From an optimization exercise on the open Yosys and OpenROAD flow, aimed at a short achievable clock period and few clock cycles per item; shortcuts taken in it are not production practice. Function was not checked in any run shown here: the RTL went through the layout flow alone. Power and IR drop assume default switching activity.

$ cat design/flow/config.mk
export PLATFORM = sky130hd
export DESIGN_NAME = cpu
export DESIGN_NICKNAME = cpu
export VERILOG_FILES = /design/flow/design.v
export SDC_FILE = /design/flow/constraint.sdc
export NUM_CORES = 4
export LEC_CHECK = 0
export ABC_CLOCK_PERIOD_IN_PS = 1500
export CAP_MARGIN = 20
export CORE_MARGIN = 2
export CORE_UTILIZATION = 40
export PLACE_DENSITY = 0.6
export SETUP_SLACK_MARGIN = 2.4
export SLEW_MARGIN = 20
export TNS_END_PERCENT = 100
$ cat design/flow/run.sh
#!/bin/bash
# synth_recipe.tcl (not shown) runs the flow's synth.tcl, then flattens the netlist and writes it again
# the make line also repeats each setting of config.mk as NAME=value (left out here)
make -C /OpenROAD-flow-scripts/flow DESIGN_CONFIG=/design/flow/config.mk WORK_HOME=/design/flow/orfs CLKGATE_MAP_FILE= SYNTH_SCRIPT=/design/flow/synth_recipe.tcl finish
$ cat design/flow/constraint.sdc
create_clock -name core_clock -period 4.0 [get_ports {clk}]
set_input_delay 0.8000 -clock core_clock [delete_from_list [all_inputs] [get_ports {clk}]]
set_output_delay 0.8000 -clock core_clock [all_outputs]
set_load 0.01 [all_outputs]
$ cat design/flow/design.v
module cpu (
   prog_addr, mem_control, equal, mem_addr, mem_data_in, request_rom,
   request_ram,
   clk, rst, opcode, ab_select, op_addr, mem_data_out
   );
input clk, rst;
input [3:0] opcode;
input ab_select;
input [7:0] op_addr;
input [7:0] mem_data_out;
output reg [11:0] prog_addr;
output reg mem_control;
output reg equal;
output reg [11:0] mem_addr;
output reg [7:0] mem_data_in;
output reg request_rom, request_ram;
localparam store = 4'b0100;
localparam load  = 4'b0011;
localparam add   = 4'b1001;
localparam sub   = 4'b1010;
localparam and_  = 4'b0010;
localparam or_   = 4'b0001;
localparam equal_op = 4'b0101;
localparam L = 2;        
localparam H = 8 - L;    
function [8:0] carries;
    input [7:0] x, y;
    input sb, cin;
    reg [7:0] yy, g, t;
    reg prod;
    integer i, j, k;
    begin
        yy = y ^ {8{sb}};
        g = x & yy;
        t = x | yy;
        carries = 9'b0;
        carries[0] = cin;
        for (i = 1; i <= 8; i = i + 1) begin
            prod = cin;
            for (j = 0; j < 8; j = j + 1)
                if (j < i) prod = prod & t[j];
            carries[i] = prod;
            for (k = 0; k < 8; k = k + 1) begin
                if (k < i) begin
                    prod = g[k];
                    for (j = 0; j < 8; j = j + 1)
                        if (j > k && j < i) prod = prod & t[j];
                    carries[i] = carries[i] | prod;
                end
            end
        end
    end
endfunction
function [7:0] half;
    input [7:0] x, y;
    input sb, arith, an;
    begin
        half = arith ? ((x ^ {8{sb}}) ^ y) : (an ? (x & y) : (x | y));
    end
endfunction
reg [L-1:0] a_lo, b_lo;
reg [H-1:0] a_hi, b_hi;
reg s1_w, s1_sel, s1_wa, s1_wb, s1_arith, s1_sub, s1_and;
reg s2_wa, s2_wb, s2_la, s2_lb, s2_arith, s2_sub, s2_and, s2_c;
reg st_pend, st_sel;
wire dv     = !equal && !st_pend;
wire is_ld  = (opcode == load);
wire is_st  = (opcode == store);
wire is_alu = (opcode == add) || (opcode == sub) || (opcode == and_) || (opcode == or_);
wire is_eq  = (opcode == equal_op);
wire hazard = dv && is_st && s1_w && (s1_sel == ab_select);
wire [L-1:0] a_lo_eff = s2_la ? mem_data_out[L-1:0] : a_lo;
wire [L-1:0] b_lo_eff = s2_lb ? mem_data_out[L-1:0] : b_lo;
wire [8:0] c_lo = carries({{H{1'b0}}, a_lo_eff}, {{H{1'b0}}, b_lo_eff}, s1_sub, s1_sub);
wire [7:0] u_lo = half({{H{1'b0}}, a_lo_eff}, {{H{1'b0}}, b_lo_eff}, s1_sub, s1_arith, s1_and);
wire [L-1:0] r_lo = u_lo[L-1:0] ^ (c_lo[L-1:0] & {L{s1_arith}});
wire [L-1:0] a_lo_next = s1_wa ? r_lo : a_lo_eff;
wire [L-1:0] b_lo_next = s1_wb ? r_lo : b_lo_eff;
wire [8:0] c_hi = carries({{L{1'b0}}, a_hi}, {{L{1'b0}}, b_hi}, s2_sub, s2_c);
wire [7:0] u_hi8 = half({{L{1'b0}}, a_hi}, {{L{1'b0}}, b_hi}, s2_sub, s2_arith, s2_and);
wire [H-1:0] u0 = u_hi8[H-1:0];
wire [H-1:0] u1 = u0 ^ {H{s2_arith}};
wire [H-1:0] ci = c_hi[H-1:0];
wire [H-1:0] a_hi0 = s2_la ? mem_data_out[7:L] : s2_wa ? u0 : a_hi;
wire [H-1:0] a_hi1 = s2_la ? mem_data_out[7:L] : s2_wa ? u1 : a_hi;
wire [H-1:0] b_hi0 = s2_lb ? mem_data_out[7:L] : s2_wb ? u0 : b_hi;
wire [H-1:0] b_hi1 = s2_lb ? mem_data_out[7:L] : s2_wb ? u1 : b_hi;
wire [H-1:0] a_hi_next = (ci & a_hi1) | (~ci & a_hi0);
wire [H-1:0] b_hi_next = (ci & b_hi1) | (~ci & b_hi0);
wire st_r = st_pend ? st_sel : ab_select;
wire [H-1:0] st_hi0 = st_r ? b_hi0 : a_hi0;
wire [H-1:0] st_hi1 = st_r ? b_hi1 : a_hi1;
always @(posedge clk) begin
    mem_addr    <= st_pend ? mem_addr : {4'b0, op_addr};
    mem_data_in <= {(ci & st_hi1) | (~ci & st_hi0), st_r ? b_lo_eff : a_lo_eff};
    mem_control <= !st_pend && is_ld;
    s1_sel   <= ab_select;
    s1_arith <= opcode[3];
    s1_sub   <= opcode[3] && opcode[1];
    s1_and   <= opcode[1];
    s2_arith <= s1_arith;
    s2_sub   <= s1_sub;
    s2_and   <= s1_and;
    s2_c     <= c_lo[L];
    st_sel   <= ab_select;
    if (!rst) begin
        prog_addr   <= 12'b0;
        request_rom <= 1'b1;
        request_ram <= 1'b0;
        equal <= 1'b0;
        a_lo <= 0;
        a_hi <= 0;
        b_lo <= 0;
        b_hi <= 0;
        s1_w  <= 1'b0;
        s1_wa <= 1'b0;
        s1_wb <= 1'b0;
        s2_wa <= 1'b0;
        s2_wb <= 1'b0;
        s2_la <= 1'b0;
        s2_lb <= 1'b0;
        st_pend <= 1'b0;
    end else begin
        prog_addr   <= hazard ? prog_addr : prog_addr + 12'd1;
        request_rom <= 1'b1;
        request_ram <= (dv && (is_ld || (is_st && !hazard))) || st_pend;
        equal <= equal || (dv && is_eq);
        a_lo <= a_lo_next;
        a_hi <= a_hi_next;
        b_lo <= b_lo_next;
        b_hi <= b_hi_next;
        s1_w  <= dv && (is_alu || is_ld);
        s1_wa <= dv && is_alu && !ab_select;
        s1_wb <= dv && is_alu &&  ab_select;
        s2_wa <= s1_wa;
        s2_wb <= s1_wb;
        s2_la <= s1_w && !s1_wa && !s1_wb && !s1_sel;
        s2_lb <= s1_w && !s1_wa && !s1_wb &&  s1_sel;
        st_pend <= hazard;
    end
end
endmodule
==> results of run 1 <==
power by group through the flow:
stage,Combinational (mW),Sequential (mW),Clock [mW]
5_1_grt,0.242,0.691,0.586
6_report,0.221,0.688,0.546
3_5_place_dp,0.167,0.711,0
4_1_cts,0.191,0.688,0.554
2_1_floorplan,0.116,0.697,0
3_3_place_gp,0.165,0.710,0
cell families (layout without fill, tap and decap cells):
group | count (synthesis) | count (layout) | share of synthesized area
fa+ha+maj | 6 | 6 | 0.0189
simple gates | 136 | 137 | 0.198
compound gates | 110 | 110 | 0.203
other cells | 2 | 5 | 0.00218
mux | 25 | 25 | 0.0781
buf+inv | 44 | 124 | 0.0599
xor+xnor | 20 | 20 | 0.0509
flops | 63 | 63 | 0.389
per-layer routing:
metal / vias to the layer above / global-route usage
met4: 0 / 0.0791
met1: 1526 / 0.238
met2: 75 / 0.318
met5: - / 0
li1: 1611 / -
met3: 16 / 0.0448
sequential cells by signal, summed over array words and instances, names as in the netlist, 2 cells and up:
register,cells
prog_addr,12
mem_data_in,8
a_lo,2
a_hi,6
mem_addr,8
b_lo,2
b_hi,6
repair_timing:
item / 4_1_cts / 5_1_grt
setup endpoints to repair: 76 / 64
buffers inserted: 33 / 11
gates resized for setup: 224 / 54
gates cloned: 1 / 0
hold buffers: 0 / 0
pin swaps: 30 / 42
layout make-up:
class	instances	area, µm²
Sequential cell	63	1420
Clock inverter	6	62.6
Tap cell	105	131
Clock buffer	10	128
Inverter	10	42.5
Timing Repair Buffer	98	870
Fill cell	714	3390
Multi-Input combinational cell	303	2260
placed cells by master (no fill, tap or decap), types with 4 or more instances in the layout:
master            n
nor2_1           41
buf_4            36
a21oi_1          31
buf_6            25
nand2_1          22
o21ai_0          21
dfxtp_1          21
dfxtp_2          20
dfxtp_4          14
clkdlybuf4s50_1  14
buf_2            13
mux2i_1          10
xor2_1            9
clkbuf_8          9
o21a_1            8
nand4_1           8
edfxtp_1          8
inv_1             7
nand2b_1          7
o21ai_1           7
nor3_1            7
mux2_4            7
or3_1             6
xnor2_1           5
conb_1            5
nand3b_1          4
and2_1            4
a21oi_2           4
nand3_1           4
nand2_2           4
clkdlybuf4s15_2   4
worst paths after layout:
| check | end | slack, ps | cells after the start |
|---|---|---|---|
| setup reg to reg | mem_data_in[5]$_DFF_P_ | 2080 | 7 |
| hold reg to reg | s2_sub$_DFF_P_ | 410 | 0 |
| hold / removal | s2_sub$_DFF_P_ | 410 | 0 |
| setup / recovery | prog_addr[10]$_SDFFE_PN0N_ | 2040 | 8 |
==> results.sh, run 1 <==
export IMPL_internal_power_mw=1.06
export IMPL_setup_viol=0
export IMPL_yosysWarnings=1
export IMPL_ir_drop_uv=193
export IMPL_finalCritPeriodShare=0.491
export IMPL_endpoint_kind="flip-flop"
export IMPL_nNetsFinal=509
export IMPL_cts_htree_levels=3
export IMPL_fin_worst_skew_ps=13.4
export IMPL_vias_per_cell=5.43
export IMPL_total_power_mw=1.45
export IMPL_antenna_cells=0
export IMPL_yosysTopAreaCell="dfxtp_1"
export IMPL_critical_path_required_ps=4230
export IMPL_synth_common_cells="dfxtp_1 (55), nor2_1 (44), a21oi_1 (35)"
export IMPL_firstDrtPassIters=4
export IMPL_powerDensity_nw_per_um2=296
export IMPL_cap_violations=0
export IMPL_port_buffers=53
export IMPL_tns_ps=0
export IMPL_syn_area_per_cell_um2=8.48
export IMPL_die_height_um=96.8
export IMPL_wl_met2_um=4430
export IMPL_drive_above_1_share=0.398
export IMPL_io_pins=59
export IMPL_start_kind="input pin"
export IMPL_slew_violations=0
export IMPL_dieArea_um2=9370
export IMPL_hp_class="flip-flop to flip-flop"
export IMPL_crit_chain="buf_8 > xnor2_2 > nand3_2 > or4_4 > and3_4 > nand4_1 > xor2_1 > nor2_1"
export IMPL_crit_path_top_delay_cell="or4_4"
export IMPL_cp_top_family="simple AND/OR/NAND/NOR gates"
export IMPL_initial_utilization=0.415
export IMPL_grt_max_degree=28
export IMPL_synth_top_area_share=0.320
export IMPL_post_route_util=0.592
export IMPL_clk_pin_slew_ps=70
export IMPL_placed_cell_area_um2=4040
export IMPL_synth_cell_types=61
export IMPL_cp_max_fo=4
export IMPL_antenna_found_initial=0
export IMPL_cts_sinks=63
export IMPL_highest_layer="met4"
export IMPL_root_buffer="clkbuf_8"
export IMPL_seq_area_frac_synth=0.389
export IMPL_clockPowerShare=0.375
export IMPL_cts_max_path_buffers=2
export IMPL_critPathArrivalTime_ps=2200
export IMPL_grt_pass1_wl_um=14800
export IMPL_rsz0062_at_grt="yes"
export IMPL_dr_wl_met3_um=409
export IMPL_cp_startpoint="ab_select"
export IMPL_synth_cells=406
export IMPL_ant_nets=0
export IMPL_synthArstFlopShare=0
export IMPL_outcome="timing/DRC/antenna clean"
export IMPL_routedWlPerCell_um=15.2
export IMPL_place_hpwl_um=5250
export IMPL_switching_share=0.272
export IMPL_seqPwrFrac=0.473
export IMPL_switchingPower_mw=0.396
export IMPL_fin_cells=595
export IMPL_drc=0
export IMPL_synth_most_common_cell="dfxtp_1"
export IMPL_final_area_um2=4910
export IMPL_synthTopCellsByArea="dfxtp_1 (32%), edfxtp_1 (7.0%), a21oi_1 (5.1%)"
export IMPL_place_ws_ps=1010
export IMPL_comb_power_share=0.152
export IMPL_cts_buffers=9
export IMPL_ys_ff_latch=63
export IMPL_fmax_mhz=509
export IMPL_r2r_start="b_hi[1]$_SDFF_PN0_"
export IMPL_drtIter0Drc=108
export IMPL_wl_met1_um=4070
export IMPL_cts_tree="done"
export IMPL_vias=3228
export IMPL_period_minus_slack_ps=1960
export IMPL_critPathBufInv=1
export IMPL_clock_latency_ps=350
export IMPL_placementRows=33
export IMPL_wl_um=9060
export IMPL_overflow=0
export IMPL_hold_slack_ps=411
export IMPL_p_leak_nw=1.87
export IMPL_dp_cells=534
export IMPL_grtUsageTotal=0.191
export IMPL_grt_pass1_vias=3141
export IMPL_hold_violations=0
export IMPL_core_area_um2=8300
export IMPL_dieWidth_um=96.8
export IMPL_syn_area_um2=3440
export IMPL_worst_slack_ps=2040
export IMPL_max_stage_delay_ps=580
export IMPL_crit_type="input pin to flip-flop"
export IMPL_synth_edf_count=8
export IMPL_area_growth_pct=42.6
export IMPL_routabilityCongestion=0.786
export IMPL_synth_ff_type="dfxtp_1"
export IMPL_worstHoldStart="s1_sub$_DFF_P_"
==> run 2, diff against run 1 <==
--- a/design/flow/design.v
+++ b/design/flow/design.v
@@ -23,3 +23,3 @@
 localparam equal_op = 4'b0101;
-localparam L = 2;        
+localparam L = 3;        
 localparam H = 8 - L;    
==> results.sh, run 2 <==
export IMPL_crit_chain="inv_1 > a211oi_4 > nor4_4 > a311oi_1 > a21oi_1 > mux2_4"
export IMPL_crit_type="flip-flop to flip-flop"
export IMPL_drc=0
export IMPL_overflow=0
export IMPL_yosysWarnings=1
export IMPL_cts_buffers=9
export IMPL_hp_class="flip-flop to flip-flop"
export IMPL_dieArea_um2=9570
export IMPL_ant_nets=0
export IMPL_area_growth_pct=43.1
export IMPL_final_area_um2=5040
export IMPL_yosysTopAreaCell="dfxtp_1"
export IMPL_cp_max_fo=14
export IMPL_grt_pass1_vias=3337
export IMPL_r2r_slack_ps=2070
export IMPL_vias_per_cell=5.51
export IMPL_placementRows=34
export IMPL_routabilityCongestion=0.797
export IMPL_port_buffers=53
export IMPL_fill_cells=763
export IMPL_post_route_util=0.583
export IMPL_setup_viol=0
export IMPL_antenna_found_initial=0
export IMPL_critPathBufInv=1
export IMPL_die_height_um=97.8
export IMPL_placed_cell_area_um2=4190
export IMPL_cts_tree="done"
export IMPL_critPathArrivalTime_ps=2170
export IMPL_dieWidth_um=97.8
export IMPL_cts_htree_levels=3
export IMPL_max_stage_delay_ps=540
export IMPL_clock_latency_ps=340
export IMPL_dp_cells=558
export IMPL_cap_violations=0
export IMPL_core_area_um2=8640
export IMPL_largest_register="prog_addr"
export IMPL_synth_common_cells="dfxtp_1 (55), nor2_1 (44), a21oi_1 (39)"
export IMPL_fmax_mhz=517
export IMPL_powerDensity_nw_per_um2=319
export IMPL_ir_drop_uv=288
export IMPL_seq_area_frac_synth=0.381
export IMPL_ys_ff_latch=63
export IMPL_hold_violations=0
export IMPL_drive_above_1_share=0.405
export IMPL_largest_reg_flops=12
export IMPL_cts_sinks=63
export IMPL_grtUsageTotal=0.205
export IMPL_period_minus_slack_ps=1930
export IMPL_tns_ps=0
export IMPL_slew_violations=0
export IMPL_routedWlPerCell_um=15.7
export IMPL_cts_hold_buf=0
export IMPL_synth_cell_types=65
export IMPL_regArea_um2=1410
export IMPL_initial_utilization=0.408
export IMPL_outcome="timing/DRC/antenna clean"
export IMPL_final_cell_mix="nor2_1 (41), buf_4 (41), a21oi_1 (30)"
export IMPL_root_buffer="clkbuf_8"
export IMPL_start_kind="flip-flop"
export IMPL_fin_cells=621
export IMPL_synth_edf_count=8
export IMPL_fin_worst_skew_ps=10.6
export IMPL_reg_top3="prog_addr x12, mem_addr x8, mem_data_in x8"
export IMPL_multi_input_area_um2=2310
export IMPL_critical_path_required_ps=4230
export IMPL_syn_area_per_cell_um2=8.34
export IMPL_synth_ff_type="dfxtp_1"
export IMPL_synth_top_area_share=0.313
export IMPL_hold_slack_ps=426
export IMPL_synthArstFlopShare=0
export IMPL_syn_area_um2=3520
export IMPL_firstDrtPassIters=5
export IMPL_synth_most_common_cell="dfxtp_1"
export IMPL_wl_um=9760
export IMPL_cts_max_path_buffers=2
export IMPL_synth_cells=422
export IMPL_synthTopCellsByArea="dfxtp_1 (31%), edfxtp_1 (6.8%), a21oi_1 (5.5%)"
export IMPL_endpoint_kind="flip-flop"
export IMPL_grt_max_degree=16
export IMPL_p_leak_nw=1.96
export IMPL_nNetsFinal=532
export IMPL_clk_pin_slew_ps=80
export IMPL_grt_pass1_wl_um=16200
export IMPL_drtIter0Drc=124
export IMPL_finalCritPeriodShare=0.484
export IMPL_place_hpwl_um=6190
export IMPL_crit_path_top_delay_cell="dfxtp_2"
export IMPL_rsz0062_at_grt="yes"
export IMPL_vias=3419
export IMPL_antenna_cells=0
export IMPL_cp_top_family="compound AO/OA/AOI/OAI gates"
export IMPL_io_pins=59
[run 2: changes by cell type after synthesis, sizes merged, moves of 5 or more]
cell,change
o21a,-8
inv,+7
and3,+6
clkbuf,-6
nand2,+6
o211ai,+5
[run 2: logic make-up (layout without fill, tap and decap cells)]
family,Yosys count,after routing,synth area share
xor+xnor,21,21,0.0522
simple gates,143,143,0.203
flops,63,63,0.381
fa+ha+maj,7,7,0.0210
buf+inv,44,132,0.0590
mux,18,18,0.0569
compound gates,124,124,0.225
other cells,2,5,0.00213
[run 2: cell type report]
type | instances | share of cell area
clock buffer | 9 | 0.0246
clock inverter | 7 | 0.0248
inverter | 16 | 0.0127
multi-input combinational | 318 | 0.459
sequential | 63 | 0.279
tap | 108 | 0.0268
timing repair buffer | 99 | 0.172
timing repair inverter | 1 | 0.000994
[run 2: metrics by stage]
| step | worst slack, ps | power (mW) |
|---|---|---|
| 3_5_place_dp | 1080 | 0.890 |
| 5_1_grt | 1990 | 1.67 |
| 6_report | 2070 | 1.60 |
| 3_3_place_gp | 1160 | 0.887 |
| 4_1_cts | 2110 | 1.59 |
| 2_1_floorplan | 2010 | 0.820 |
[run 2: power by group]
part	internal (mW)	switching [mW]	total, mW
Combinational	0.113	0.111	0.223
Clock	0.421	0.269	0.690
Sequential	0.660	0.0310	0.691
Total	1.19	0.411	1.60
[run 2: path summary, 6_finish.rpt]
check	from	to	cells past startpoint
worst max register to register	s2_arith$_DFF_P_	mem_data_in[4]$_DFF_P_	6
worst max-delay path	s2_arith$_DFF_P_	mem_data_in[4]$_DFF_P_	6
worst min-delay path	s1_and$_DFF_P_	s2_and$_DFF_P_	0
worst min register to register	s1_and$_DFF_P_	s2_and$_DFF_P_	0
[run 2: repair_timing]
item                                    CTS  global route
endpoints found under the setup margin   76            66
pin swaps                                35            24
setup buffers                            37             9
resized for setup                       241            37
gates cloned                              1             0
[run 2: worst reg2reg max path: cells and delay by family, from the launching register on]
| kind | cells | cell delay [ps] |
|---|---|---|
| AOI/OAI and AO/OA | 3 | 680 |
| DFF | 1 | 540 |
| buffers and inverters | 1 | 280 |
| muxes | 1 | 270 |
| and+or+nand+nor | 1 | 80 |
[run 2: routing by layer]
| metal | part of all wire | up-vias | global-route usage |
|---|---|---|---|
| li1 | - | 1686 | - |
| met1 | 0.45 | 1630 | 0.278 |
| met2 | 0.50 | 95 | 0.334 |
| met3 | 0.042 | 8 | 0.0336 |
| met4 | 0.010 | 0 | 0.0673 |
| met5 | 0 | - | 0 |

## afterwards: timing with drivers on the ports
How much do the figures lean on ideal ports? The routed layouts below were timed once more, with nothing changed but the port constraints. Step 1, drivers: a clkbuf_16 drives clk and a buf_2 each remaining input, both assumed. Step 2 also shifts input and output timing later by t, the mid clock arrival at the registers, as if the neighbouring blocks saw the same clock. Slacks: ideal ports / drivers / drivers and shift; pairs: ideal ports / drivers.
run | t (ns) | slack for setup (ns) | worst setup path after step 2
run 1 | 0.372 | 2.037 / 2.025 / 1.653 | input to register
run 2 | 0.365 | 2.065 / 2.065 / 1.808 | input to register
After both steps every run listed still meets setup and hold. The setup slack of run 1, which loses most, moves by -0.012 ns with the drivers and by -0.384 ns with both steps.
